What follows belongs to an exercise in optimizing a design on an open flow for small area and a short achievable clock period; a production flow would make more cautious choices. Only simulation tests tie the RTL to the original design; equivalence was not proved. Power is estimated from default activity; no workload was simulated.

**design.v**
```verilog
`timescale 1ns / 1ps
module g_inv(input a, output y);
	assign y = ~a;
endmodule
module g_nand2(input a, b, output y);
	assign y = ~(a & b);
endmodule
module g_nor2(input a, b, output y);
	assign y = ~(a | b);
endmodule
module g_xor2(input a, b, output y);
	assign y = a ^ b;
endmodule
module g_xnor2(input a, b, output y);
	assign y = ~(a ^ b);
endmodule
module g_aoi21(input a1, a2, b1, output y);
	assign y = ~((a1 & a2) | b1);
endmodule
module g_oai21(input a1, a2, b1, output y);
	assign y = ~((a1 | a2) & b1);
endmodule
module g_nmaj3(input a, b, c, output y);
	assign y = ~((a & b) | (c & (a | b)));
endmodule
module g_a222oi(input a1, a2, b1, b2, c1, c2, output y);
	assign y = ~((a1 & a2) | (b1 & b2) | (c1 & c2));
endmodule
module g_a22oi(input a1, a2, b1, b2, output y);
	assign y = ~((a1 & a2) | (b1 & b2));
endmodule
module g_nand4(input a, b, c, d, output y);
	assign y = ~(a & b & c & d);
endmodule
module g_nand3(input a, b, c, output y);
	assign y = ~(a & b & c);
endmodule
module g_nor3(input a, b, c, output y);
	assign y = ~(a | b | c);
endmodule
module rdbit(input [31:0] d, input [31:0] s, output yn);
	wire [10:0] t;
	genvar k;
	generate for (k = 0; k < 10; k = k + 1) begin : g
		g_a222oi u(.a1(d[3*k]), .a2(s[3*k]), .b1(d[3*k+1]), .b2(s[3*k+1]), .c1(d[3*k+2]), .c2(s[3*k+2]), .y(t[k]));
	end endgenerate
	g_a22oi u10(.a1(d[30]), .a2(s[30]), .b1(d[31]), .b2(s[31]), .y(t[10]));
	wire n0, n1, n2;
	g_nand4 v0(.a(t[0]), .b(t[1]), .c(t[2]), .d(t[3]), .y(n0));
	g_nand4 v1(.a(t[4]), .b(t[5]), .c(t[6]), .d(t[7]), .y(n1));
	g_nand3 v2(.a(t[8]), .b(t[9]), .c(t[10]), .y(n2));
	g_nor3 w(.a(n0), .b(n1), .c(n2), .y(yn));
endmodule
module ksadd(input [31:0] a, input [31:0] b, input cin, output [31:0] s, output cout, output [31:0] gn, output [31:0] pn);
	wire [31:0] p0n;
	wire g0_0, p0_0;
	g_nmaj3 ug0_0(.a(a[0]), .b(b[0]), .c(cin), .y(g0_0));
	g_xnor2 up0_0(.a(a[0]), .b(b[0]), .y(p0_0));
	assign p0n[0] = p0_0;
	assign gn[0] = g0_0;
	assign pn[0] = p0_0;
	wire g0_1, p0_1;
	g_nand2 ug0_1(.a(a[1]), .b(b[1]), .y(g0_1));
	g_xnor2 up0_1(.a(a[1]), .b(b[1]), .y(p0_1));
	assign p0n[1] = p0_1;
	assign gn[1] = g0_1;
	assign pn[1] = p0_1;
	wire g0_2, p0_2;
	g_nand2 ug0_2(.a(a[2]), .b(b[2]), .y(g0_2));
	g_xnor2 up0_2(.a(a[2]), .b(b[2]), .y(p0_2));
	assign p0n[2] = p0_2;
	assign gn[2] = g0_2;
	assign pn[2] = p0_2;
	wire g0_3, p0_3;
	g_nand2 ug0_3(.a(a[3]), .b(b[3]), .y(g0_3));
	g_xnor2 up0_3(.a(a[3]), .b(b[3]), .y(p0_3));
	assign p0n[3] = p0_3;
	assign gn[3] = g0_3;
	assign pn[3] = p0_3;
	wire g0_4, p0_4;
	g_nand2 ug0_4(.a(a[4]), .b(b[4]), .y(g0_4));
	g_xnor2 up0_4(.a(a[4]), .b(b[4]), .y(p0_4));
	assign p0n[4] = p0_4;
	assign gn[4] = g0_4;
	assign pn[4] = p0_4;
	wire g0_5, p0_5;
	g_nand2 ug0_5(.a(a[5]), .b(b[5]), .y(g0_5));
	g_xnor2 up0_5(.a(a[5]), .b(b[5]), .y(p0_5));
	assign p0n[5] = p0_5;
	assign gn[5] = g0_5;
	assign pn[5] = p0_5;
	wire g0_6, p0_6;
	g_nand2 ug0_6(.a(a[6]), .b(b[6]), .y(g0_6));
	g_xnor2 up0_6(.a(a[6]), .b(b[6]), .y(p0_6));
	assign p0n[6] = p0_6;
	assign gn[6] = g0_6;
	assign pn[6] = p0_6;
	wire g0_7, p0_7;
	g_nand2 ug0_7(.a(a[7]), .b(b[7]), .y(g0_7));
	g_xnor2 up0_7(.a(a[7]), .b(b[7]), .y(p0_7));
	assign p0n[7] = p0_7;
	assign gn[7] = g0_7;
	assign pn[7] = p0_7;
	wire g0_8, p0_8;
	g_nand2 ug0_8(.a(a[8]), .b(b[8]), .y(g0_8));
	g_xnor2 up0_8(.a(a[8]), .b(b[8]), .y(p0_8));
	assign p0n[8] = p0_8;
	assign gn[8] = g0_8;
	assign pn[8] = p0_8;
	wire g0_9, p0_9;
	g_nand2 ug0_9(.a(a[9]), .b(b[9]), .y(g0_9));
	g_xnor2 up0_9(.a(a[9]), .b(b[9]), .y(p0_9));
	assign p0n[9] = p0_9;
	assign gn[9] = g0_9;
	assign pn[9] = p0_9;
	wire g0_10, p0_10;
	g_nand2 ug0_10(.a(a[10]), .b(b[10]), .y(g0_10));
	g_xnor2 up0_10(.a(a[10]), .b(b[10]), .y(p0_10));
	assign p0n[10] = p0_10;
	assign gn[10] = g0_10;
	assign pn[10] = p0_10;
	wire g0_11, p0_11;
	g_nand2 ug0_11(.a(a[11]), .b(b[11]), .y(g0_11));
	g_xnor2 up0_11(.a(a[11]), .b(b[11]), .y(p0_11));
	assign p0n[11] = p0_11;
	assign gn[11] = g0_11;
	assign pn[11] = p0_11;
	wire g0_12, p0_12;
	g_nand2 ug0_12(.a(a[12]), .b(b[12]), .y(g0_12));
	g_xnor2 up0_12(.a(a[12]), .b(b[12]), .y(p0_12));
	assign p0n[12] = p0_12;
	assign gn[12] = g0_12;
	assign pn[12] = p0_12;
	wire g0_13, p0_13;
	g_nand2 ug0_13(.a(a[13]), .b(b[13]), .y(g0_13));
	g_xnor2 up0_13(.a(a[13]), .b(b[13]), .y(p0_13));
	assign p0n[13] = p0_13;
	assign gn[13] = g0_13;
	assign pn[13] = p0_13;
	wire g0_14, p0_14;
	g_nand2 ug0_14(.a(a[14]), .b(b[14]), .y(g0_14));
	g_xnor2 up0_14(.a(a[14]), .b(b[14]), .y(p0_14));
	assign p0n[14] = p0_14;
	assign gn[14] = g0_14;
	assign pn[14] = p0_14;
	wire g0_15, p0_15;
	g_nand2 ug0_15(.a(a[15]), .b(b[15]), .y(g0_15));
	g_xnor2 up0_15(.a(a[15]), .b(b[15]), .y(p0_15));
	assign p0n[15] = p0_15;
	assign gn[15] = g0_15;
	assign pn[15] = p0_15;
	wire g0_16, p0_16;
	g_nand2 ug0_16(.a(a[16]), .b(b[16]), .y(g0_16));
	g_xnor2 up0_16(.a(a[16]), .b(b[16]), .y(p0_16));
	assign p0n[16] = p0_16;
	assign gn[16] = g0_16;
	assign pn[16] = p0_16;
	wire g0_17, p0_17;
	g_nand2 ug0_17(.a(a[17]), .b(b[17]), .y(g0_17));
	g_xnor2 up0_17(.a(a[17]), .b(b[17]), .y(p0_17));
	assign p0n[17] = p0_17;
	assign gn[17] = g0_17;
	assign pn[17] = p0_17;
	wire g0_18, p0_18;
	g_nand2 ug0_18(.a(a[18]), .b(b[18]), .y(g0_18));
	g_xnor2 up0_18(.a(a[18]), .b(b[18]), .y(p0_18));
	assign p0n[18] = p0_18;
	assign gn[18] = g0_18;
	assign pn[18] = p0_18;
	wire g0_19, p0_19;
	g_nand2 ug0_19(.a(a[19]), .b(b[19]), .y(g0_19));
	g_xnor2 up0_19(.a(a[19]), .b(b[19]), .y(p0_19));
	assign p0n[19] = p0_19;
	assign gn[19] = g0_19;
	assign pn[19] = p0_19;
	wire g0_20, p0_20;
	g_nand2 ug0_20(.a(a[20]), .b(b[20]), .y(g0_20));
	g_xnor2 up0_20(.a(a[20]), .b(b[20]), .y(p0_20));
	assign p0n[20] = p0_20;
	assign gn[20] = g0_20;
	assign pn[20] = p0_20;
	wire g0_21, p0_21;
	g_nand2 ug0_21(.a(a[21]), .b(b[21]), .y(g0_21));
	g_xnor2 up0_21(.a(a[21]), .b(b[21]), .y(p0_21));
	assign p0n[21] = p0_21;
	assign gn[21] = g0_21;
	assign pn[21] = p0_21;
	wire g0_22, p0_22;
	g_nand2 ug0_22(.a(a[22]), .b(b[22]), .y(g0_22));
	g_xnor2 up0_22(.a(a[22]), .b(b[22]), .y(p0_22));
	assign p0n[22] = p0_22;
	assign gn[22] = g0_22;
	assign pn[22] = p0_22;
	wire g0_23, p0_23;
	g_nand2 ug0_23(.a(a[23]), .b(b[23]), .y(g0_23));
	g_xnor2 up0_23(.a(a[23]), .b(b[23]), .y(p0_23));
	assign p0n[23] = p0_23;
	assign gn[23] = g0_23;
	assign pn[23] = p0_23;
	wire g0_24, p0_24;
	g_nand2 ug0_24(.a(a[24]), .b(b[24]), .y(g0_24));
	g_xnor2 up0_24(.a(a[24]), .b(b[24]), .y(p0_24));
	assign p0n[24] = p0_24;
	assign gn[24] = g0_24;
	assign pn[24] = p0_24;
	wire g0_25, p0_25;
	g_nand2 ug0_25(.a(a[25]), .b(b[25]), .y(g0_25));
	g_xnor2 up0_25(.a(a[25]), .b(b[25]), .y(p0_25));
	assign p0n[25] = p0_25;
	assign gn[25] = g0_25;
	assign pn[25] = p0_25;
	wire g0_26, p0_26;
	g_nand2 ug0_26(.a(a[26]), .b(b[26]), .y(g0_26));
	g_xnor2 up0_26(.a(a[26]), .b(b[26]), .y(p0_26));
	assign p0n[26] = p0_26;
	assign gn[26] = g0_26;
	assign pn[26] = p0_26;
	wire g0_27, p0_27;
	g_nand2 ug0_27(.a(a[27]), .b(b[27]), .y(g0_27));
	g_xnor2 up0_27(.a(a[27]), .b(b[27]), .y(p0_27));
	assign p0n[27] = p0_27;
	assign gn[27] = g0_27;
	assign pn[27] = p0_27;
	wire g0_28, p0_28;
	g_nand2 ug0_28(.a(a[28]), .b(b[28]), .y(g0_28));
	g_xnor2 up0_28(.a(a[28]), .b(b[28]), .y(p0_28));
	assign p0n[28] = p0_28;
	assign gn[28] = g0_28;
	assign pn[28] = p0_28;
	wire g0_29, p0_29;
	g_nand2 ug0_29(.a(a[29]), .b(b[29]), .y(g0_29));
	g_xnor2 up0_29(.a(a[29]), .b(b[29]), .y(p0_29));
	assign p0n[29] = p0_29;
	assign gn[29] = g0_29;
	assign pn[29] = p0_29;
	wire g0_30, p0_30;
	g_nand2 ug0_30(.a(a[30]), .b(b[30]), .y(g0_30));
	g_xnor2 up0_30(.a(a[30]), .b(b[30]), .y(p0_30));
	assign p0n[30] = p0_30;
	assign gn[30] = g0_30;
	assign pn[30] = p0_30;
	wire g0_31, p0_31;
	g_nand2 ug0_31(.a(a[31]), .b(b[31]), .y(g0_31));
	g_xnor2 up0_31(.a(a[31]), .b(b[31]), .y(p0_31));
	assign p0n[31] = p0_31;
	assign gn[31] = g0_31;
	assign pn[31] = p0_31;
	wire g1_1;
	g_oai21 ug1_1(.a1(p0_1), .a2(g0_0), .b1(g0_1), .y(g1_1));
	wire g1_2;
	g_oai21 ug1_2(.a1(p0_2), .a2(g0_1), .b1(g0_2), .y(g1_2));
	wire p1_2;
	g_nor2 up1_2(.a(p0_2), .b(p0_1), .y(p1_2));
	wire g1_3;
	g_oai21 ug1_3(.a1(p0_3), .a2(g0_2), .b1(g0_3), .y(g1_3));
	wire p1_3;
	g_nor2 up1_3(.a(p0_3), .b(p0_2), .y(p1_3));
	wire g1_4;
	g_oai21 ug1_4(.a1(p0_4), .a2(g0_3), .b1(g0_4), .y(g1_4));
	wire p1_4;
	g_nor2 up1_4(.a(p0_4), .b(p0_3), .y(p1_4));
	wire g1_5;
	g_oai21 ug1_5(.a1(p0_5), .a2(g0_4), .b1(g0_5), .y(g1_5));
	wire p1_5;
	g_nor2 up1_5(.a(p0_5), .b(p0_4), .y(p1_5));
	wire g1_6;
	g_oai21 ug1_6(.a1(p0_6), .a2(g0_5), .b1(g0_6), .y(g1_6));
	wire p1_6;
	g_nor2 up1_6(.a(p0_6), .b(p0_5), .y(p1_6));
	wire g1_7;
	g_oai21 ug1_7(.a1(p0_7), .a2(g0_6), .b1(g0_7), .y(g1_7));
	wire p1_7;
	g_nor2 up1_7(.a(p0_7), .b(p0_6), .y(p1_7));
	wire g1_8;
	g_oai21 ug1_8(.a1(p0_8), .a2(g0_7), .b1(g0_8), .y(g1_8));
	wire p1_8;
	g_nor2 up1_8(.a(p0_8), .b(p0_7), .y(p1_8));
	wire g1_9;
	g_oai21 ug1_9(.a1(p0_9), .a2(g0_8), .b1(g0_9), .y(g1_9));
	wire p1_9;
	g_nor2 up1_9(.a(p0_9), .b(p0_8), .y(p1_9));
	wire g1_10;
	g_oai21 ug1_10(.a1(p0_10), .a2(g0_9), .b1(g0_10), .y(g1_10));
	wire p1_10;
	g_nor2 up1_10(.a(p0_10), .b(p0_9), .y(p1_10));
	wire g1_11;
	g_oai21 ug1_11(.a1(p0_11), .a2(g0_10), .b1(g0_11), .y(g1_11));
	wire p1_11;
	g_nor2 up1_11(.a(p0_11), .b(p0_10), .y(p1_11));
	wire g1_12;
	g_oai21 ug1_12(.a1(p0_12), .a2(g0_11), .b1(g0_12), .y(g1_12));
	wire p1_12;
	g_nor2 up1_12(.a(p0_12), .b(p0_11), .y(p1_12));
	wire g1_13;
	g_oai21 ug1_13(.a1(p0_13), .a2(g0_12), .b1(g0_13), .y(g1_13));
	wire p1_13;
	g_nor2 up1_13(.a(p0_13), .b(p0_12), .y(p1_13));
	wire g1_14;
	g_oai21 ug1_14(.a1(p0_14), .a2(g0_13), .b1(g0_14), .y(g1_14));
	wire p1_14;
	g_nor2 up1_14(.a(p0_14), .b(p0_13), .y(p1_14));
	wire g1_15;
	g_oai21 ug1_15(.a1(p0_15), .a2(g0_14), .b1(g0_15), .y(g1_15));
	wire p1_15;
	g_nor2 up1_15(.a(p0_15), .b(p0_14), .y(p1_15));
	wire g1_16;
	g_oai21 ug1_16(.a1(p0_16), .a2(g0_15), .b1(g0_16), .y(g1_16));
	wire p1_16;
	g_nor2 up1_16(.a(p0_16), .b(p0_15), .y(p1_16));
	wire g1_17;
	g_oai21 ug1_17(.a1(p0_17), .a2(g0_16), .b1(g0_17), .y(g1_17));
	wire p1_17;
	g_nor2 up1_17(.a(p0_17), .b(p0_16), .y(p1_17));
	wire g1_18;
	g_oai21 ug1_18(.a1(p0_18), .a2(g0_17), .b1(g0_18), .y(g1_18));
	wire p1_18;
	g_nor2 up1_18(.a(p0_18), .b(p0_17), .y(p1_18));
	wire g1_19;
	g_oai21 ug1_19(.a1(p0_19), .a2(g0_18), .b1(g0_19), .y(g1_19));
	wire p1_19;
	g_nor2 up1_19(.a(p0_19), .b(p0_18), .y(p1_19));
	wire g1_20;
	g_oai21 ug1_20(.a1(p0_20), .a2(g0_19), .b1(g0_20), .y(g1_20));
	wire p1_20;
	g_nor2 up1_20(.a(p0_20), .b(p0_19), .y(p1_20));
	wire g1_21;
	g_oai21 ug1_21(.a1(p0_21), .a2(g0_20), .b1(g0_21), .y(g1_21));
	wire p1_21;
	g_nor2 up1_21(.a(p0_21), .b(p0_20), .y(p1_21));
	wire g1_22;
	g_oai21 ug1_22(.a1(p0_22), .a2(g0_21), .b1(g0_22), .y(g1_22));
	wire p1_22;
	g_nor2 up1_22(.a(p0_22), .b(p0_21), .y(p1_22));
	wire g1_23;
	g_oai21 ug1_23(.a1(p0_23), .a2(g0_22), .b1(g0_23), .y(g1_23));
	wire p1_23;
	g_nor2 up1_23(.a(p0_23), .b(p0_22), .y(p1_23));
	wire g1_24;
	g_oai21 ug1_24(.a1(p0_24), .a2(g0_23), .b1(g0_24), .y(g1_24));
	wire p1_24;
	g_nor2 up1_24(.a(p0_24), .b(p0_23), .y(p1_24));
	wire g1_25;
	g_oai21 ug1_25(.a1(p0_25), .a2(g0_24), .b1(g0_25), .y(g1_25));
	wire p1_25;
	g_nor2 up1_25(.a(p0_25), .b(p0_24), .y(p1_25));
	wire g1_26;
	g_oai21 ug1_26(.a1(p0_26), .a2(g0_25), .b1(g0_26), .y(g1_26));
	wire p1_26;
	g_nor2 up1_26(.a(p0_26), .b(p0_25), .y(p1_26));
	wire g1_27;
	g_oai21 ug1_27(.a1(p0_27), .a2(g0_26), .b1(g0_27), .y(g1_27));
	wire p1_27;
	g_nor2 up1_27(.a(p0_27), .b(p0_26), .y(p1_27));
	wire g1_28;
	g_oai21 ug1_28(.a1(p0_28), .a2(g0_27), .b1(g0_28), .y(g1_28));
	wire p1_28;
	g_nor2 up1_28(.a(p0_28), .b(p0_27), .y(p1_28));
	wire g1_29;
	g_oai21 ug1_29(.a1(p0_29), .a2(g0_28), .b1(g0_29), .y(g1_29));
	wire p1_29;
	g_nor2 up1_29(.a(p0_29), .b(p0_28), .y(p1_29));
	wire g1_30;
	g_oai21 ug1_30(.a1(p0_30), .a2(g0_29), .b1(g0_30), .y(g1_30));
	wire p1_30;
	g_nor2 up1_30(.a(p0_30), .b(p0_29), .y(p1_30));
	wire g1_31;
	g_oai21 ug1_31(.a1(p0_31), .a2(g0_30), .b1(g0_31), .y(g1_31));
	wire p1_31;
	g_nor2 up1_31(.a(p0_31), .b(p0_30), .y(p1_31));
	wire gi_0;
	g_inv ugi_0(.a(g0_0), .y(gi_0));
	wire g2_2;
	g_aoi21 ug2_2(.a1(p1_2), .a2(gi_0), .b1(g1_2), .y(g2_2));
	wire g2_3;
	g_aoi21 ug2_3(.a1(p1_3), .a2(g1_1), .b1(g1_3), .y(g2_3));
	wire g2_4;
	g_aoi21 ug2_4(.a1(p1_4), .a2(g1_2), .b1(g1_4), .y(g2_4));
	wire p2_4;
	g_nand2 up2_4(.a(p1_4), .b(p1_2), .y(p2_4));
	wire g2_5;
	g_aoi21 ug2_5(.a1(p1_5), .a2(g1_3), .b1(g1_5), .y(g2_5));
	wire p2_5;
	g_nand2 up2_5(.a(p1_5), .b(p1_3), .y(p2_5));
	wire g2_6;
	g_aoi21 ug2_6(.a1(p1_6), .a2(g1_4), .b1(g1_6), .y(g2_6));
	wire p2_6;
	g_nand2 up2_6(.a(p1_6), .b(p1_4), .y(p2_6));
	wire g2_7;
	g_aoi21 ug2_7(.a1(p1_7), .a2(g1_5), .b1(g1_7), .y(g2_7));
	wire p2_7;
	g_nand2 up2_7(.a(p1_7), .b(p1_5), .y(p2_7));
	wire g2_8;
	g_aoi21 ug2_8(.a1(p1_8), .a2(g1_6), .b1(g1_8), .y(g2_8));
	wire p2_8;
	g_nand2 up2_8(.a(p1_8), .b(p1_6), .y(p2_8));
	wire g2_9;
	g_aoi21 ug2_9(.a1(p1_9), .a2(g1_7), .b1(g1_9), .y(g2_9));
	wire p2_9;
	g_nand2 up2_9(.a(p1_9), .b(p1_7), .y(p2_9));
	wire g2_10;
	g_aoi21 ug2_10(.a1(p1_10), .a2(g1_8), .b1(g1_10), .y(g2_10));
	wire p2_10;
	g_nand2 up2_10(.a(p1_10), .b(p1_8), .y(p2_10));
	wire g2_11;
	g_aoi21 ug2_11(.a1(p1_11), .a2(g1_9), .b1(g1_11), .y(g2_11));
	wire p2_11;
	g_nand2 up2_11(.a(p1_11), .b(p1_9), .y(p2_11));
	wire g2_12;
	g_aoi21 ug2_12(.a1(p1_12), .a2(g1_10), .b1(g1_12), .y(g2_12));
	wire p2_12;
	g_nand2 up2_12(.a(p1_12), .b(p1_10), .y(p2_12));
	wire g2_13;
	g_aoi21 ug2_13(.a1(p1_13), .a2(g1_11), .b1(g1_13), .y(g2_13));
	wire p2_13;
	g_nand2 up2_13(.a(p1_13), .b(p1_11), .y(p2_13));
	wire g2_14;
	g_aoi21 ug2_14(.a1(p1_14), .a2(g1_12), .b1(g1_14), .y(g2_14));
	wire p2_14;
	g_nand2 up2_14(.a(p1_14), .b(p1_12), .y(p2_14));
	wire g2_15;
	g_aoi21 ug2_15(.a1(p1_15), .a2(g1_13), .b1(g1_15), .y(g2_15));
	wire p2_15;
	g_nand2 up2_15(.a(p1_15), .b(p1_13), .y(p2_15));
	wire g2_16;
	g_aoi21 ug2_16(.a1(p1_16), .a2(g1_14), .b1(g1_16), .y(g2_16));
	wire p2_16;
	g_nand2 up2_16(.a(p1_16), .b(p1_14), .y(p2_16));
	wire g2_17;
	g_aoi21 ug2_17(.a1(p1_17), .a2(g1_15), .b1(g1_17), .y(g2_17));
	wire p2_17;
	g_nand2 up2_17(.a(p1_17), .b(p1_15), .y(p2_17));
	wire g2_18;
	g_aoi21 ug2_18(.a1(p1_18), .a2(g1_16), .b1(g1_18), .y(g2_18));
	wire p2_18;
	g_nand2 up2_18(.a(p1_18), .b(p1_16), .y(p2_18));
	wire g2_19;
	g_aoi21 ug2_19(.a1(p1_19), .a2(g1_17), .b1(g1_19), .y(g2_19));
	wire p2_19;
	g_nand2 up2_19(.a(p1_19), .b(p1_17), .y(p2_19));
	wire g2_20;
	g_aoi21 ug2_20(.a1(p1_20), .a2(g1_18), .b1(g1_20), .y(g2_20));
	wire p2_20;
	g_nand2 up2_20(.a(p1_20), .b(p1_18), .y(p2_20));
	wire g2_21;
	g_aoi21 ug2_21(.a1(p1_21), .a2(g1_19), .b1(g1_21), .y(g2_21));
	wire p2_21;
	g_nand2 up2_21(.a(p1_21), .b(p1_19), .y(p2_21));
	wire g2_22;
	g_aoi21 ug2_22(.a1(p1_22), .a2(g1_20), .b1(g1_22), .y(g2_22));
	wire p2_22;
	g_nand2 up2_22(.a(p1_22), .b(p1_20), .y(p2_22));
	wire g2_23;
	g_aoi21 ug2_23(.a1(p1_23), .a2(g1_21), .b1(g1_23), .y(g2_23));
	wire p2_23;
	g_nand2 up2_23(.a(p1_23), .b(p1_21), .y(p2_23));
	wire g2_24;
	g_aoi21 ug2_24(.a1(p1_24), .a2(g1_22), .b1(g1_24), .y(g2_24));
	wire p2_24;
	g_nand2 up2_24(.a(p1_24), .b(p1_22), .y(p2_24));
	wire g2_25;
	g_aoi21 ug2_25(.a1(p1_25), .a2(g1_23), .b1(g1_25), .y(g2_25));
	wire p2_25;
	g_nand2 up2_25(.a(p1_25), .b(p1_23), .y(p2_25));
	wire g2_26;
	g_aoi21 ug2_26(.a1(p1_26), .a2(g1_24), .b1(g1_26), .y(g2_26));
	wire p2_26;
	g_nand2 up2_26(.a(p1_26), .b(p1_24), .y(p2_26));
	wire g2_27;
	g_aoi21 ug2_27(.a1(p1_27), .a2(g1_25), .b1(g1_27), .y(g2_27));
	wire p2_27;
	g_nand2 up2_27(.a(p1_27), .b(p1_25), .y(p2_27));
	wire g2_28;
	g_aoi21 ug2_28(.a1(p1_28), .a2(g1_26), .b1(g1_28), .y(g2_28));
	wire p2_28;
	g_nand2 up2_28(.a(p1_28), .b(p1_26), .y(p2_28));
	wire g2_29;
	g_aoi21 ug2_29(.a1(p1_29), .a2(g1_27), .b1(g1_29), .y(g2_29));
	wire p2_29;
	g_nand2 up2_29(.a(p1_29), .b(p1_27), .y(p2_29));
	wire g2_30;
	g_aoi21 ug2_30(.a1(p1_30), .a2(g1_28), .b1(g1_30), .y(g2_30));
	wire p2_30;
	g_nand2 up2_30(.a(p1_30), .b(p1_28), .y(p2_30));
	wire g2_31;
	g_aoi21 ug2_31(.a1(p1_31), .a2(g1_29), .b1(g1_31), .y(g2_31));
	wire p2_31;
	g_nand2 up2_31(.a(p1_31), .b(p1_29), .y(p2_31));
	wire g3_4;
	g_oai21 ug3_4(.a1(p2_4), .a2(g0_0), .b1(g2_4), .y(g3_4));
	wire gi_1;
	g_inv ugi_1(.a(g1_1), .y(gi_1));
	wire g3_5;
	g_oai21 ug3_5(.a1(p2_5), .a2(gi_1), .b1(g2_5), .y(g3_5));
	wire g3_6;
	g_oai21 ug3_6(.a1(p2_6), .a2(g2_2), .b1(g2_6), .y(g3_6));
	wire g3_7;
	g_oai21 ug3_7(.a1(p2_7), .a2(g2_3), .b1(g2_7), .y(g3_7));
	wire g3_8;
	g_oai21 ug3_8(.a1(p2_8), .a2(g2_4), .b1(g2_8), .y(g3_8));
	wire p3_8;
	g_nor2 up3_8(.a(p2_8), .b(p2_4), .y(p3_8));
	wire g3_9;
	g_oai21 ug3_9(.a1(p2_9), .a2(g2_5), .b1(g2_9), .y(g3_9));
	wire p3_9;
	g_nor2 up3_9(.a(p2_9), .b(p2_5), .y(p3_9));
	wire g3_10;
	g_oai21 ug3_10(.a1(p2_10), .a2(g2_6), .b1(g2_10), .y(g3_10));
	wire p3_10;
	g_nor2 up3_10(.a(p2_10), .b(p2_6), .y(p3_10));
	wire g3_11;
	g_oai21 ug3_11(.a1(p2_11), .a2(g2_7), .b1(g2_11), .y(g3_11));
	wire p3_11;
	g_nor2 up3_11(.a(p2_11), .b(p2_7), .y(p3_11));
	wire g3_12;
	g_oai21 ug3_12(.a1(p2_12), .a2(g2_8), .b1(g2_12), .y(g3_12));
	wire p3_12;
	g_nor2 up3_12(.a(p2_12), .b(p2_8), .y(p3_12));
	wire g3_13;
	g_oai21 ug3_13(.a1(p2_13), .a2(g2_9), .b1(g2_13), .y(g3_13));
	wire p3_13;
	g_nor2 up3_13(.a(p2_13), .b(p2_9), .y(p3_13));
	wire g3_14;
	g_oai21 ug3_14(.a1(p2_14), .a2(g2_10), .b1(g2_14), .y(g3_14));
	wire p3_14;
	g_nor2 up3_14(.a(p2_14), .b(p2_10), .y(p3_14));
	wire g3_15;
	g_oai21 ug3_15(.a1(p2_15), .a2(g2_11), .b1(g2_15), .y(g3_15));
	wire p3_15;
	g_nor2 up3_15(.a(p2_15), .b(p2_11), .y(p3_15));
	wire g3_16;
	g_oai21 ug3_16(.a1(p2_16), .a2(g2_12), .b1(g2_16), .y(g3_16));
	wire p3_16;
	g_nor2 up3_16(.a(p2_16), .b(p2_12), .y(p3_16));
	wire g3_17;
	g_oai21 ug3_17(.a1(p2_17), .a2(g2_13), .b1(g2_17), .y(g3_17));
	wire p3_17;
	g_nor2 up3_17(.a(p2_17), .b(p2_13), .y(p3_17));
	wire g3_18;
	g_oai21 ug3_18(.a1(p2_18), .a2(g2_14), .b1(g2_18), .y(g3_18));
	wire p3_18;
	g_nor2 up3_18(.a(p2_18), .b(p2_14), .y(p3_18));
	wire g3_19;
	g_oai21 ug3_19(.a1(p2_19), .a2(g2_15), .b1(g2_19), .y(g3_19));
	wire p3_19;
	g_nor2 up3_19(.a(p2_19), .b(p2_15), .y(p3_19));
	wire g3_20;
	g_oai21 ug3_20(.a1(p2_20), .a2(g2_16), .b1(g2_20), .y(g3_20));
	wire p3_20;
	g_nor2 up3_20(.a(p2_20), .b(p2_16), .y(p3_20));
	wire g3_21;
	g_oai21 ug3_21(.a1(p2_21), .a2(g2_17), .b1(g2_21), .y(g3_21));
	wire p3_21;
	g_nor2 up3_21(.a(p2_21), .b(p2_17), .y(p3_21));
	wire g3_22;
	g_oai21 ug3_22(.a1(p2_22), .a2(g2_18), .b1(g2_22), .y(g3_22));
	wire p3_22;
	g_nor2 up3_22(.a(p2_22), .b(p2_18), .y(p3_22));
	wire g3_23;
	g_oai21 ug3_23(.a1(p2_23), .a2(g2_19), .b1(g2_23), .y(g3_23));
	wire p3_23;
	g_nor2 up3_23(.a(p2_23), .b(p2_19), .y(p3_23));
	wire g3_24;
	g_oai21 ug3_24(.a1(p2_24), .a2(g2_20), .b1(g2_24), .y(g3_24));
	wire p3_24;
	g_nor2 up3_24(.a(p2_24), .b(p2_20), .y(p3_24));
	wire g3_25;
	g_oai21 ug3_25(.a1(p2_25), .a2(g2_21), .b1(g2_25), .y(g3_25));
	wire p3_25;
	g_nor2 up3_25(.a(p2_25), .b(p2_21), .y(p3_25));
	wire g3_26;
	g_oai21 ug3_26(.a1(p2_26), .a2(g2_22), .b1(g2_26), .y(g3_26));
	wire p3_26;
	g_nor2 up3_26(.a(p2_26), .b(p2_22), .y(p3_26));
	wire g3_27;
	g_oai21 ug3_27(.a1(p2_27), .a2(g2_23), .b1(g2_27), .y(g3_27));
	wire p3_27;
	g_nor2 up3_27(.a(p2_27), .b(p2_23), .y(p3_27));
	wire g3_28;
	g_oai21 ug3_28(.a1(p2_28), .a2(g2_24), .b1(g2_28), .y(g3_28));
	wire p3_28;
	g_nor2 up3_28(.a(p2_28), .b(p2_24), .y(p3_28));
	wire g3_29;
	g_oai21 ug3_29(.a1(p2_29), .a2(g2_25), .b1(g2_29), .y(g3_29));
	wire p3_29;
	g_nor2 up3_29(.a(p2_29), .b(p2_25), .y(p3_29));
	wire g3_30;
	g_oai21 ug3_30(.a1(p2_30), .a2(g2_26), .b1(g2_30), .y(g3_30));
	wire p3_30;
	g_nor2 up3_30(.a(p2_30), .b(p2_26), .y(p3_30));
	wire g3_31;
	g_oai21 ug3_31(.a1(p2_31), .a2(g2_27), .b1(g2_31), .y(g3_31));
	wire p3_31;
	g_nor2 up3_31(.a(p2_31), .b(p2_27), .y(p3_31));
	wire g4_8;
	g_aoi21 ug4_8(.a1(p3_8), .a2(gi_0), .b1(g3_8), .y(g4_8));
	wire g4_9;
	g_aoi21 ug4_9(.a1(p3_9), .a2(g1_1), .b1(g3_9), .y(g4_9));
	wire gi_2;
	g_inv ugi_2(.a(g2_2), .y(gi_2));
	wire g4_10;
	g_aoi21 ug4_10(.a1(p3_10), .a2(gi_2), .b1(g3_10), .y(g4_10));
	wire gi_3;
	g_inv ugi_3(.a(g2_3), .y(gi_3));
	wire g4_11;
	g_aoi21 ug4_11(.a1(p3_11), .a2(gi_3), .b1(g3_11), .y(g4_11));
	wire g4_12;
	g_aoi21 ug4_12(.a1(p3_12), .a2(g3_4), .b1(g3_12), .y(g4_12));
	wire g4_13;
	g_aoi21 ug4_13(.a1(p3_13), .a2(g3_5), .b1(g3_13), .y(g4_13));
	wire g4_14;
	g_aoi21 ug4_14(.a1(p3_14), .a2(g3_6), .b1(g3_14), .y(g4_14));
	wire g4_15;
	g_aoi21 ug4_15(.a1(p3_15), .a2(g3_7), .b1(g3_15), .y(g4_15));
	wire g4_16;
	g_aoi21 ug4_16(.a1(p3_16), .a2(g3_8), .b1(g3_16), .y(g4_16));
	wire p4_16;
	g_nand2 up4_16(.a(p3_16), .b(p3_8), .y(p4_16));
	wire g4_17;
	g_aoi21 ug4_17(.a1(p3_17), .a2(g3_9), .b1(g3_17), .y(g4_17));
	wire p4_17;
	g_nand2 up4_17(.a(p3_17), .b(p3_9), .y(p4_17));
	wire g4_18;
	g_aoi21 ug4_18(.a1(p3_18), .a2(g3_10), .b1(g3_18), .y(g4_18));
	wire p4_18;
	g_nand2 up4_18(.a(p3_18), .b(p3_10), .y(p4_18));
	wire g4_19;
	g_aoi21 ug4_19(.a1(p3_19), .a2(g3_11), .b1(g3_19), .y(g4_19));
	wire p4_19;
	g_nand2 up4_19(.a(p3_19), .b(p3_11), .y(p4_19));
	wire g4_20;
	g_aoi21 ug4_20(.a1(p3_20), .a2(g3_12), .b1(g3_20), .y(g4_20));
	wire p4_20;
	g_nand2 up4_20(.a(p3_20), .b(p3_12), .y(p4_20));
	wire g4_21;
	g_aoi21 ug4_21(.a1(p3_21), .a2(g3_13), .b1(g3_21), .y(g4_21));
	wire p4_21;
	g_nand2 up4_21(.a(p3_21), .b(p3_13), .y(p4_21));
	wire g4_22;
	g_aoi21 ug4_22(.a1(p3_22), .a2(g3_14), .b1(g3_22), .y(g4_22));
	wire p4_22;
	g_nand2 up4_22(.a(p3_22), .b(p3_14), .y(p4_22));
	wire g4_23;
	g_aoi21 ug4_23(.a1(p3_23), .a2(g3_15), .b1(g3_23), .y(g4_23));
	wire p4_23;
	g_nand2 up4_23(.a(p3_23), .b(p3_15), .y(p4_23));
	wire g4_24;
	g_aoi21 ug4_24(.a1(p3_24), .a2(g3_16), .b1(g3_24), .y(g4_24));
	wire p4_24;
	g_nand2 up4_24(.a(p3_24), .b(p3_16), .y(p4_24));
	wire g4_25;
	g_aoi21 ug4_25(.a1(p3_25), .a2(g3_17), .b1(g3_25), .y(g4_25));
	wire p4_25;
	g_nand2 up4_25(.a(p3_25), .b(p3_17), .y(p4_25));
	wire g4_26;
	g_aoi21 ug4_26(.a1(p3_26), .a2(g3_18), .b1(g3_26), .y(g4_26));
	wire p4_26;
	g_nand2 up4_26(.a(p3_26), .b(p3_18), .y(p4_26));
	wire g4_27;
	g_aoi21 ug4_27(.a1(p3_27), .a2(g3_19), .b1(g3_27), .y(g4_27));
	wire p4_27;
	g_nand2 up4_27(.a(p3_27), .b(p3_19), .y(p4_27));
	wire g4_28;
	g_aoi21 ug4_28(.a1(p3_28), .a2(g3_20), .b1(g3_28), .y(g4_28));
	wire p4_28;
	g_nand2 up4_28(.a(p3_28), .b(p3_20), .y(p4_28));
	wire g4_29;
	g_aoi21 ug4_29(.a1(p3_29), .a2(g3_21), .b1(g3_29), .y(g4_29));
	wire p4_29;
	g_nand2 up4_29(.a(p3_29), .b(p3_21), .y(p4_29));
	wire g4_30;
	g_aoi21 ug4_30(.a1(p3_30), .a2(g3_22), .b1(g3_30), .y(g4_30));
	wire p4_30;
	g_nand2 up4_30(.a(p3_30), .b(p3_22), .y(p4_30));
	wire g4_31;
	g_aoi21 ug4_31(.a1(p3_31), .a2(g3_23), .b1(g3_31), .y(g4_31));
	wire p4_31;
	g_nand2 up4_31(.a(p3_31), .b(p3_23), .y(p4_31));
	wire g5_16;
	g_oai21 ug5_16(.a1(p4_16), .a2(g0_0), .b1(g4_16), .y(g5_16));
	wire g5_17;
	g_oai21 ug5_17(.a1(p4_17), .a2(gi_1), .b1(g4_17), .y(g5_17));
	wire g5_18;
	g_oai21 ug5_18(.a1(p4_18), .a2(g2_2), .b1(g4_18), .y(g5_18));
	wire g5_19;
	g_oai21 ug5_19(.a1(p4_19), .a2(g2_3), .b1(g4_19), .y(g5_19));
	wire gi_4;
	g_inv ugi_4(.a(g3_4), .y(gi_4));
	wire g5_20;
	g_oai21 ug5_20(.a1(p4_20), .a2(gi_4), .b1(g4_20), .y(g5_20));
	wire gi_5;
	g_inv ugi_5(.a(g3_5), .y(gi_5));
	wire g5_21;
	g_oai21 ug5_21(.a1(p4_21), .a2(gi_5), .b1(g4_21), .y(g5_21));
	wire gi_6;
	g_inv ugi_6(.a(g3_6), .y(gi_6));
	wire g5_22;
	g_oai21 ug5_22(.a1(p4_22), .a2(gi_6), .b1(g4_22), .y(g5_22));
	wire gi_7;
	g_inv ugi_7(.a(g3_7), .y(gi_7));
	wire g5_23;
	g_oai21 ug5_23(.a1(p4_23), .a2(gi_7), .b1(g4_23), .y(g5_23));
	wire g5_24;
	g_oai21 ug5_24(.a1(p4_24), .a2(g4_8), .b1(g4_24), .y(g5_24));
	wire g5_25;
	g_oai21 ug5_25(.a1(p4_25), .a2(g4_9), .b1(g4_25), .y(g5_25));
	wire g5_26;
	g_oai21 ug5_26(.a1(p4_26), .a2(g4_10), .b1(g4_26), .y(g5_26));
	wire g5_27;
	g_oai21 ug5_27(.a1(p4_27), .a2(g4_11), .b1(g4_27), .y(g5_27));
	wire g5_28;
	g_oai21 ug5_28(.a1(p4_28), .a2(g4_12), .b1(g4_28), .y(g5_28));
	wire g5_29;
	g_oai21 ug5_29(.a1(p4_29), .a2(g4_13), .b1(g4_29), .y(g5_29));
	wire g5_30;
	g_oai21 ug5_30(.a1(p4_30), .a2(g4_14), .b1(g4_30), .y(g5_30));
	wire g5_31;
	g_oai21 ug5_31(.a1(p4_31), .a2(g4_15), .b1(g4_31), .y(g5_31));
	g_xnor2 us0(.a(p0_0), .b(cin), .y(s[0]));
	g_xor2 us1(.a(p0_1), .b(g0_0), .y(s[1]));
	g_xnor2 us2(.a(p0_2), .b(g1_1), .y(s[2]));
	g_xor2 us3(.a(p0_3), .b(g2_2), .y(s[3]));
	g_xor2 us4(.a(p0_4), .b(g2_3), .y(s[4]));
	g_xnor2 us5(.a(p0_5), .b(g3_4), .y(s[5]));
	g_xnor2 us6(.a(p0_6), .b(g3_5), .y(s[6]));
	g_xnor2 us7(.a(p0_7), .b(g3_6), .y(s[7]));
	g_xnor2 us8(.a(p0_8), .b(g3_7), .y(s[8]));
	g_xor2 us9(.a(p0_9), .b(g4_8), .y(s[9]));
	g_xor2 us10(.a(p0_10), .b(g4_9), .y(s[10]));
	g_xor2 us11(.a(p0_11), .b(g4_10), .y(s[11]));
	g_xor2 us12(.a(p0_12), .b(g4_11), .y(s[12]));
	g_xor2 us13(.a(p0_13), .b(g4_12), .y(s[13]));
	g_xor2 us14(.a(p0_14), .b(g4_13), .y(s[14]));
	g_xor2 us15(.a(p0_15), .b(g4_14), .y(s[15]));
	g_xor2 us16(.a(p0_16), .b(g4_15), .y(s[16]));
	g_xnor2 us17(.a(p0_17), .b(g5_16), .y(s[17]));
	g_xnor2 us18(.a(p0_18), .b(g5_17), .y(s[18]));
	g_xnor2 us19(.a(p0_19), .b(g5_18), .y(s[19]));
	g_xnor2 us20(.a(p0_20), .b(g5_19), .y(s[20]));
	g_xnor2 us21(.a(p0_21), .b(g5_20), .y(s[21]));
	g_xnor2 us22(.a(p0_22), .b(g5_21), .y(s[22]));
	g_xnor2 us23(.a(p0_23), .b(g5_22), .y(s[23]));
	g_xnor2 us24(.a(p0_24), .b(g5_23), .y(s[24]));
	g_xnor2 us25(.a(p0_25), .b(g5_24), .y(s[25]));
	g_xnor2 us26(.a(p0_26), .b(g5_25), .y(s[26]));
	g_xnor2 us27(.a(p0_27), .b(g5_26), .y(s[27]));
	g_xnor2 us28(.a(p0_28), .b(g5_27), .y(s[28]));
	g_xnor2 us29(.a(p0_29), .b(g5_28), .y(s[29]));
	g_xnor2 us30(.a(p0_30), .b(g5_29), .y(s[30]));
	g_xnor2 us31(.a(p0_31), .b(g5_30), .y(s[31]));
	assign cout = g5_31;
endmodule
module cpu(clk, rst, display, f, imem_addr, imem_data, dmem_addr, dmem_we, dmem_wdata, dmem_rdata);
	input clk, rst;
	input [3:0] display;
	output reg [31:0] f;
	output [5:0] imem_addr;
	input [31:0] imem_data;
	output [5:0] dmem_addr;
	output dmem_we;
	output [31:0] dmem_wdata;
	input [31:0] dmem_rdata;
	reg [31:0] PC;
	reg [1023:0] rf;
	reg [31:0] valid;
	wire [31:0] I = imem_data;
	wire [5:0] opcode = I[31:26];
	wire [4:0] rs = I[25:21];
	wire [4:0] rt = I[20:16];
	wire [4:0] rd = I[15:11];
	wire [5:0] func = I[5:0];
	wire [15:0] imm = I[15:0];
	wire op_r    = opcode == 6'b000000;
	wire op_j    = opcode == 6'b000010;
	wire op_jal  = opcode == 6'b000011;
	wire op_addi = opcode == 6'b001000;
	wire op_andi = opcode == 6'b001100;
	wire op_xori = opcode == 6'b001110;
	wire op_sltiu= opcode == 6'b001011;
	wire op_lw   = opcode == 6'b100011;
	wire op_sw   = opcode == 6'b101011;
	wire op_beq  = opcode == 6'b000100;
	wire op_bne  = opcode == 6'b000101;
	wire f_sub  = op_r & (func == 6'b100010);
	wire f_and  = op_r & (func == 6'b100100);
	wire f_or   = op_r & (func == 6'b100101);
	wire f_xor  = op_r & (func == 6'b100110);
	wire f_nor  = op_r & (func == 6'b100111);
	wire f_sltu = op_r & (func == 6'b101011);
	wire f_sllv = op_r & (func == 6'b000100);
	wire f_jr   = op_r & (func == 6'b001000);
	wire use_imm = op_addi | op_andi | op_xori | op_sltiu | op_lw | op_sw;
	wire sext    = op_addi | op_lw | op_sw;
	wire alu_and = f_and | op_andi;
	wire alu_or  = f_or;
	wire alu_xor = f_xor | op_xori;
	wire alu_nor = f_nor;
	wire alu_slt = f_sltu | op_sltiu;
	wire alu_sll = f_sllv;
	wire alu_sub = f_sub | op_beq | op_bne;
	wire alu_log = alu_and | alu_or | alu_xor | alu_nor;
	wire alu_ari = ~(alu_log | alu_slt | alu_sll);
	wire do_sub  = alu_sub | alu_slt;
	wire write_reg = ~(f_jr | op_j | op_sw | op_beq | op_bne);
	wire wr_rt     = op_addi | op_andi | op_xori | op_sltiu | op_lw;
	wire [4:0] W_Addr = op_jal ? 5'b11111 : (wr_rt ? rt : rd);
	wire [31:0] selA = valid & (32'b1 << rs);
	wire [31:0] selB = valid & (32'b1 << rt);
	wire [31:0] An, RBn;
	wire [31:0] A = ~An;
	wire [31:0] RB = ~RBn;
	genvar gb, gr;
	generate for (gb = 0; gb < 32; gb = gb + 1) begin : rb
		wire [31:0] col;
		for (gr = 0; gr < 32; gr = gr + 1) begin : c
			assign col[gr] = rf[gr*32 + gb];
		end
		rdbit ua(.d(col), .s(selA), .yn(An[gb]));
		rdbit ub(.d(col), .s(selB), .yn(RBn[gb]));
	end endgenerate
	integer i;
	wire [31:0] imm_ext = {{16{sext & imm[15]}}, imm};
	wire [31:0] Bx = use_imm ? (imm_ext ^ {32{do_sub}}) : (RB ^ {32{do_sub}});
	wire [31:0] S, gn, pn;
	wire cout;
	ksadd adder(.a(A), .b(Bx), .cin(do_sub), .s(S), .cout(cout), .gn(gn), .pn(pn));
	wire lt = ~cout;
	wire [31:0] sh0 = A[0] ? {Bx[30:0], 1'b0} : Bx;
	wire [31:0] sh1 = A[1] ? {sh0[29:0], 2'b0} : sh0;
	wire [31:0] sh2 = A[2] ? {sh1[27:0], 4'b0} : sh1;
	wire [31:0] sh3 = A[3] ? {sh2[23:0], 8'b0} : sh2;
	wire [31:0] sh4 = A[4] ? {sh3[15:0], 16'b0} : sh3;
	wire [31:0] shl = (|A[31:5]) ? 32'b0 : sh4;
	wire [31:0] AorB = ~(gn & pn);
	wire [31:0] L = ({32{alu_and}} & ~gn)
	              | ({32{alu_or}}  & AorB)
	              | ({32{alu_xor}} & ~pn)
	              | ({32{alu_nor}} & ~AorB);
	wire [31:0] F = ({32{alu_ari}} & S)
	              | ({32{alu_slt}} & {31'b0, lt})
	              | ({32{alu_sll}} & shl)
	              | L;
	wire z_add = ~|(~pn ^ {AorB[30:0], 1'b0});
	wire z_sub = ~|pn;
	wire z_sll = (|A[31:5]) | ~|(Bx & (32'hffffffff >> A[4:0]));
	wire [16:0] icl;
	wire [14:0] ich;
	assign icl[0] = 1'b1;
	assign ich[0] = 1'b1;
	genvar gk;
	generate for (gk = 0; gk < 16; gk = gk + 1) begin : incl
		assign icl[gk+1] = icl[gk] & PC[gk+2];
	end
	for (gk = 0; gk < 14; gk = gk + 1) begin : inch
		assign ich[gk+1] = ich[gk] & PC[gk+18];
	end endgenerate
	wire [13:0] PChi1 = PC[31:18] ^ ich[13:0];
	wire [31:0] PC4 = {icl[16] ? PChi1 : PC[31:18], PC[17:2] ^ icl[15:0], PC[1:0]};
	wire [17:0] brl = {1'b0, PC[17:2], 1'b1} + {1'b0, imm, 1'b1};
	wire [31:0] BR = {brl[17] ? PChi1 : PC[31:18], brl[16:1], PC[1:0]};
	wire take_br = (op_beq & z_sub) | (op_bne & ~z_sub);
	always @(posedge clk or posedge rst) begin
		if (rst) PC <= 32'b0;
		else if (f_jr) PC <= A;
		else if (op_j | op_jal) PC <= {PC4[31:28], I[25:0], 2'b00};
		else if (take_br) PC <= BR;
		else PC <= PC4;
	end
	wire [31:0] W_Data = op_jal ? PC4 : (op_lw ? dmem_rdata : F);
	wire [31:0] wsel = {32{write_reg}} & (32'b1 << W_Addr);
	always @(posedge clk or posedge rst) begin
		if (rst) valid <= 32'b0;
		else valid <= valid | wsel;
	end
	always @(posedge clk) begin
		for (i = 0; i < 32; i = i + 1)
			if (wsel[i]) rf[i*32 +: 32] <= W_Data;
	end
	assign imem_addr = PC[7:2];
	assign dmem_addr = F[7:2];
	assign dmem_we = op_sw;
	assign dmem_wdata = RB;
	wire d_pc = display == 4'b1000;
	wire d_fl = display == 4'b0100;
	wire d_rd = display == 4'b0010;
	wire d_f  = display == 4'b0001;
	wire s_ari = d_f & alu_ari;
	wire s_sll = d_f & alu_sll;
	wire s_slt = d_f & alu_slt;
	wire s_of  = d_fl & alu_ari;
	wire s_zsub = d_fl & alu_sub;
	wire s_zadd = d_fl & alu_ari & ~alu_sub;
	wire s_zslt = d_fl & alu_slt;
	wire s_zsll = d_fl & alu_sll;
	wire s_zlog = d_fl & alu_log;
	wire [31:0] f_early = ({32{d_pc}} & PC) | ({32{d_rd}} & dmem_rdata) | ({32{d_f}} & L);
	always @(*) begin
		f = ({32{s_ari}} & S) | ({32{s_sll}} & shl) | f_early;
		f[0] = f[0] | (s_slt & lt) | (s_of & (A[31] ~^ Bx[31]) & (S[31] ^ A[31]));
		f[1] = f[1] | (z_sub & s_zsub) | (z_add & s_zadd) | (~lt & s_zslt)
		            | (z_sll & s_zsll) | (~|L & s_zlog);
	end
endmodule
```
**flow/run.sh**
```bash
#!/bin/bash
# Layout flow: the standard ORFS flow (standard.sh: standard synthesis, floorplan, place,
# CTS, route, finish), unchanged except that buffer_ports buffers the ports with plain
# buffers (sky130 buf_1, which the resizer may size up later) instead of the delay buffers
# (clkdlybuf4s50_1) it picks on its own. Every port still gets its buffer.
# make's output goes to standard_flow.log; ORFS keeps each step's full log under orfs/logs/.
set -euo pipefail
export BUFFER_PORTS_ARGS="-buffer_cell sky130_fd_sc_hd__buf_1"
bash standard.sh finish > standard_flow.log 2>&1
```
**standard.sh**
```bash
#!/bin/bash
# synth_recipe.tcl (not shown) runs the flow's synth.tcl, then flattens the netlist and writes it again
# the make line also repeats each setting of config.mk as NAME=value (left out here)
make -C /OpenROAD-flow-scripts/flow DESIGN_CONFIG=/design/flow/config.mk WORK_HOME=/design/flow/orfs CLKGATE_MAP_FILE= SYNTH_SCRIPT=/design/flow/synth_recipe.tcl "${@:-finish}"
```
**config.mk**
```make
export PLATFORM = sky130hd
export DESIGN_NAME = cpu
export DESIGN_NICKNAME = cpu
export VERILOG_FILES = /design/flow/design.v
export SDC_FILE = /design/flow/constraint.sdc
export NUM_CORES = 4
export LEC_CHECK = 0
export CAP_MARGIN = 20
export CORE_MARGIN = 2
export CORE_UTILIZATION = 55
export CTS_BUF_LIST = sky130_fd_sc_hd__clkbuf_8
export PLACE_DENSITY = 0.65
export SETUP_SLACK_MARGIN = 2.5
export SLEW_MARGIN = 20
export SYNTH_HIERARCHICAL = 1
```
**constraint.sdc**
```tcl
create_clock -name core_clock -period 12.0 [get_ports {clk}]
set_input_delay 2.4000 -clock core_clock [delete_from_list [all_inputs] [get_ports {clk}]]
set_output_delay 2.4000 -clock core_clock [all_outputs]
set_load 0.01 [all_outputs]
```
==> run notes <==
[worst max-delay path, stage by stage]
cell      delay (ps)
buf_12           120
buf_6            120
and3_4           240
and3_4           230
buf_4            170
buf_12           130
buf_4            150
a222oi_1         270
nand4_1          580
nor3_4           420
buf_4            170
nor2_1            50
a21oi_2          270
nand2_1          260
xnor2_1          180
a31oi_1          720
nand4_1          310
nor4_4           390
nand4b_1         170
a31o_2           170
buf_6            120
[per-module statistics from Yosys, one instance, submodules excluded, excerpt]
module,cells,cell area (um^2),copies in the design
g_a22oi,1,12.5,64
g_nand3,1,5.00,64
g_xor2,1,8.76,11
g_nmaj3,2,12.5,1
ksadd,64,480,1
g_nand2,1,3.75,75
g_a222oi,1,10.0,640
cpu,2804,43200,1
g_nand4,1,6.26,128
[power by group through the flow]
| stage | sequential [mW] | clock [mW] | combinational, mW |
|---|---|---|---|
| global route | 5.32 | 3.03 | 5.17 |
| detailed placement | 5.32 | 0 | 3.99 |
| finish | 5.32 | 2.87 | 5.08 |
| floorplan | 5.30 | 0 | 2.16 |
| CTS | 5.29 | 2.86 | 4.56 |
| global placement | 5.31 | 0 | 3.97 |
[cell families (layout without fill, tap and decap cells)]
family / after synthesis / after routing
adders and majority gates: 44 / 44
xor gates and xnor gates: 171 / 171
other: 0 / 11
muxes: 105 / 105
DFF: 1088 / 1088
and+or+nand+nor: 1058 / 1095
AOI/OAI and AO/OA: 1380 / 1382
buffers and inverters: 314 / 1039
[worst min-delay path by stage]
stage	from	to	slack, ps	cells past startpoint
floorplan	valid[0]	valid[0]	450	1
global placement	valid[9]	valid[9]	460	1
detailed placement	valid[27]	valid[27]	460	1
CTS	valid[27]	valid[27]	490	1
global route	valid[27]	valid[27]	520	1
finish	valid[27]	valid[27]	490	1
[layout by cell type, fill, tap and decap left out, types with 74 or more instances in the layout]
master | Yosys | final
buf_4 | 70 | 415
nand2_1 | 280 | 236
o21ai_0 | 103 | 74
nor2_1 | 176 | 79
edfxtp_1 | 1024 | 1024
a222oi_1 | 643 | 643
nand3_1 | 127 | 125
clkbuf_8 | 0 | 172
nand4_1 | 153 | 153
xnor2_1 | 143 | 100
inv_1 | 112 | 157
a21oi_1 | 111 | 86
buf_1 | 14 | 117
[what timing repair did]
action / 4_1_cts / 5_1_grt
endpoints found under the setup margin: 38 / 36
pin swaps: 176 / 125
resized for setup: 543 / 192
gates cloned: 39 / 4
setup buffers: 158 / 78
[flip-flops by register name, summed over array words and instances (netlist names)]
register  count
valid        32
PC           32
rf         1024
[final cells by class]
class	instances	share of cell area
inverter	113	0.00656
multi-input combinational	2797	0.365
antenna	11	0.000412
timing repair buffer	633	0.0745
sequential	1088	0.485
tap	1287	0.0241
clock inverter	121	0.00934
clock buffer	172	0.0355
[metal layers]
layer	routed length (um)	share of wire
met4	24800	0.095
met1	85600	0.33
met5	62	0.00024
met3	46500	0.18
met2	104000	0.40
[metrics by stage]
step                      cells  utilization  area [um^2]  hold WS [ps]
after floorplan            4160            -        54700           445
after global placement     5639        0.591        58100           462
after detailed placement   5639        0.591        58100           461
after CTS                  6129        0.662        65100           487
after global routing       6214        0.678        66700           522
final                      6222        0.678        66700           495
==> out/qor.txt <==
Multi-input logic area = 0.0244 mm^2
CTS Buf Count = 170
Top cells by count, synth = edfxtp_1 (1024), a222oi_1 (643), nand2_1 (280)
Vias in the first global route = 46200
Core Box Area = 0.0984 mm^2
Net Sw Frac = 0.393
Total wire length = 261000 um
Vias/cell = 8.12
Routed wire per std cell = 42.0 um
Reg clk slew, reported paths = 60 ps
Crit-path max FO = 6
Post-synthesis compound-gate area fraction = 0.215
P&R area growth vs syn = 22.2%
Clk sink count = 1088
Worst setup SP type = input port
Setup TNS = 0 ps
DRT Pass-1 Iters = 17
Worst slack, placed = 650 ps
Post-synthesis mux area share = 0.0252
Half-perimeter wire length after placement = 160000 um
Nets = 4917
Max Clock Freq = 0.0991 GHz
Synth Warn # = 7
Final setup vio count = 0
Status = timing/DRC/antenna clean
Vias post-DR = 50500
H-tree depth = 4
Root Buffer = clkbuf_8
Reg area = 0.0324 mm^2
Min cycle time layout = 10090 ps
Sequential share of the synthesized area = 0.592
Power, Total = 13.3 mW
Global route hottest layer = met2
Synth Area in Simple Gates = 0.102
Leak pwr = 23.0 nW
Slew Viols, Final = 0
Die area = 0.102 mm^2
Chip height = 319 um
Worst path arrival time = 7690 ps
Clk buf depth = 3
Hold_buf cts = 0
Share of layout cells above drive strength 1 = 0.301
Logic pwr share = 0.383
DRT antenna net count = 0
Post-Syn Area = 0.0546 mm^2
Largest family of logic cells by synthesized area = compound AO/OA/AOI/OAI gates
Met1 global-route usage = 0.629
Residual DRC count = 0
M3 GR Usage = 0.207
CTS tree = done
Worst hold path class = reg -> reg
Flops & latches, synth = 1088
Slew HR = 0.203
Clock Latency Late Sink = 930 ps
Post-Synthesis Cells = 4160
Io pins = 147
Pwr per Cell Area = 199 mW/mm^2
Number of flops mapped to enable cells by yosys = 1024
Pint = 8.05 mW
Tcrit/Tclk final = 0.841
Layout fillers = 7245
Syn_area_per_cell = 13.1 um^2
Main synth FF type = edfxtp_1
GRT Overall Usage = 0.498
Worst r2r src = valid[0]
Synth unique cells = 87
Met2 Use GR = 0.688
VDD IR max = 126 uV
Count leader, synth = edfxtp_1
Synth Area in XOR/XNOR = 0.0276
Post-synthesis adder-cell area fraction = 0.0102
Global-route wire length before repair = 355000 um
Asr flop ratio synth = 0.0588
Crit path from = imem_data[16]
Most area-consuming cells after synthesis = edfxtp_1 (56%), a222oi_1 (12%), dfrtp_1 (2.9%)
Largest net degree at the start of global routing = 65
Seq pwr share = 0.401
Worst EP required = 9600 ps
Post-Syn Nets = 4274
Initial antenna violation count = 10
Clk_skew = 78.8 ps
Port Buffers = 146
Synth top area share = 0.563
Crit path to = f[1]
Net Sw Power = 5.21 mW
MaxCap Viol Count = 0
Crit Path Category = in -> out
# rows = 115
Actual slew at the worst max-slew pin = 1190 ps
Reg2reg setup slack = 5560 ps
RSZ-0062 raised after global routing = yes
Die width = 319 um
Routability cong. = 1.08
Cell taking the most area after synthesis = edfxtp_1
Starting Density = 0.555
Power share of the clock group = 0.216
Final worst slack = 1910 ps
Grt total ovfl = 0
DR iter-0 viols = 13400
Crit. End Element = output pin
Worst Reg2Reg Path Length in Cells = 21
Critical R2R Capture = rf[860]
Hold Violations, Final = 0

-- re-timing with driven ports --
The results above use ideal ports. As a check the final layout listed here was re-extracted and re-timed, cells and wires unchanged. Step 1 (the two cells are an assumption about what drives the block):
set clk [get_ports {clk}]
set_driving_cell -lib_cell sky130_fd_sc_hd__clkbuf_16 $clk
set_driving_cell -lib_cell sky130_fd_sc_hd__buf_2 [delete_from_list [all_inputs] $clk]
Step 2 adds t to the input delays and takes it off the output delays; t is the mean of the earliest and latest rising clock arrival at the registers after step 1. Input paths then give back, and output paths get back, about the clock's delay inside the block. a / b / c = ideal / step 1 / step 2; a / b = the first two.
t (ns): 0.961
slack for setup (ns): 1.912 / 1.859 / 1.859
worst setup path after step 2: input to output
worst register clock-pin slew, ns: 0.07 / 0.07
After both steps setup and hold are still met in this run. For this run, drivers alone change the setup slack by -0.053 ns; drivers and shift together by -0.053 ns.
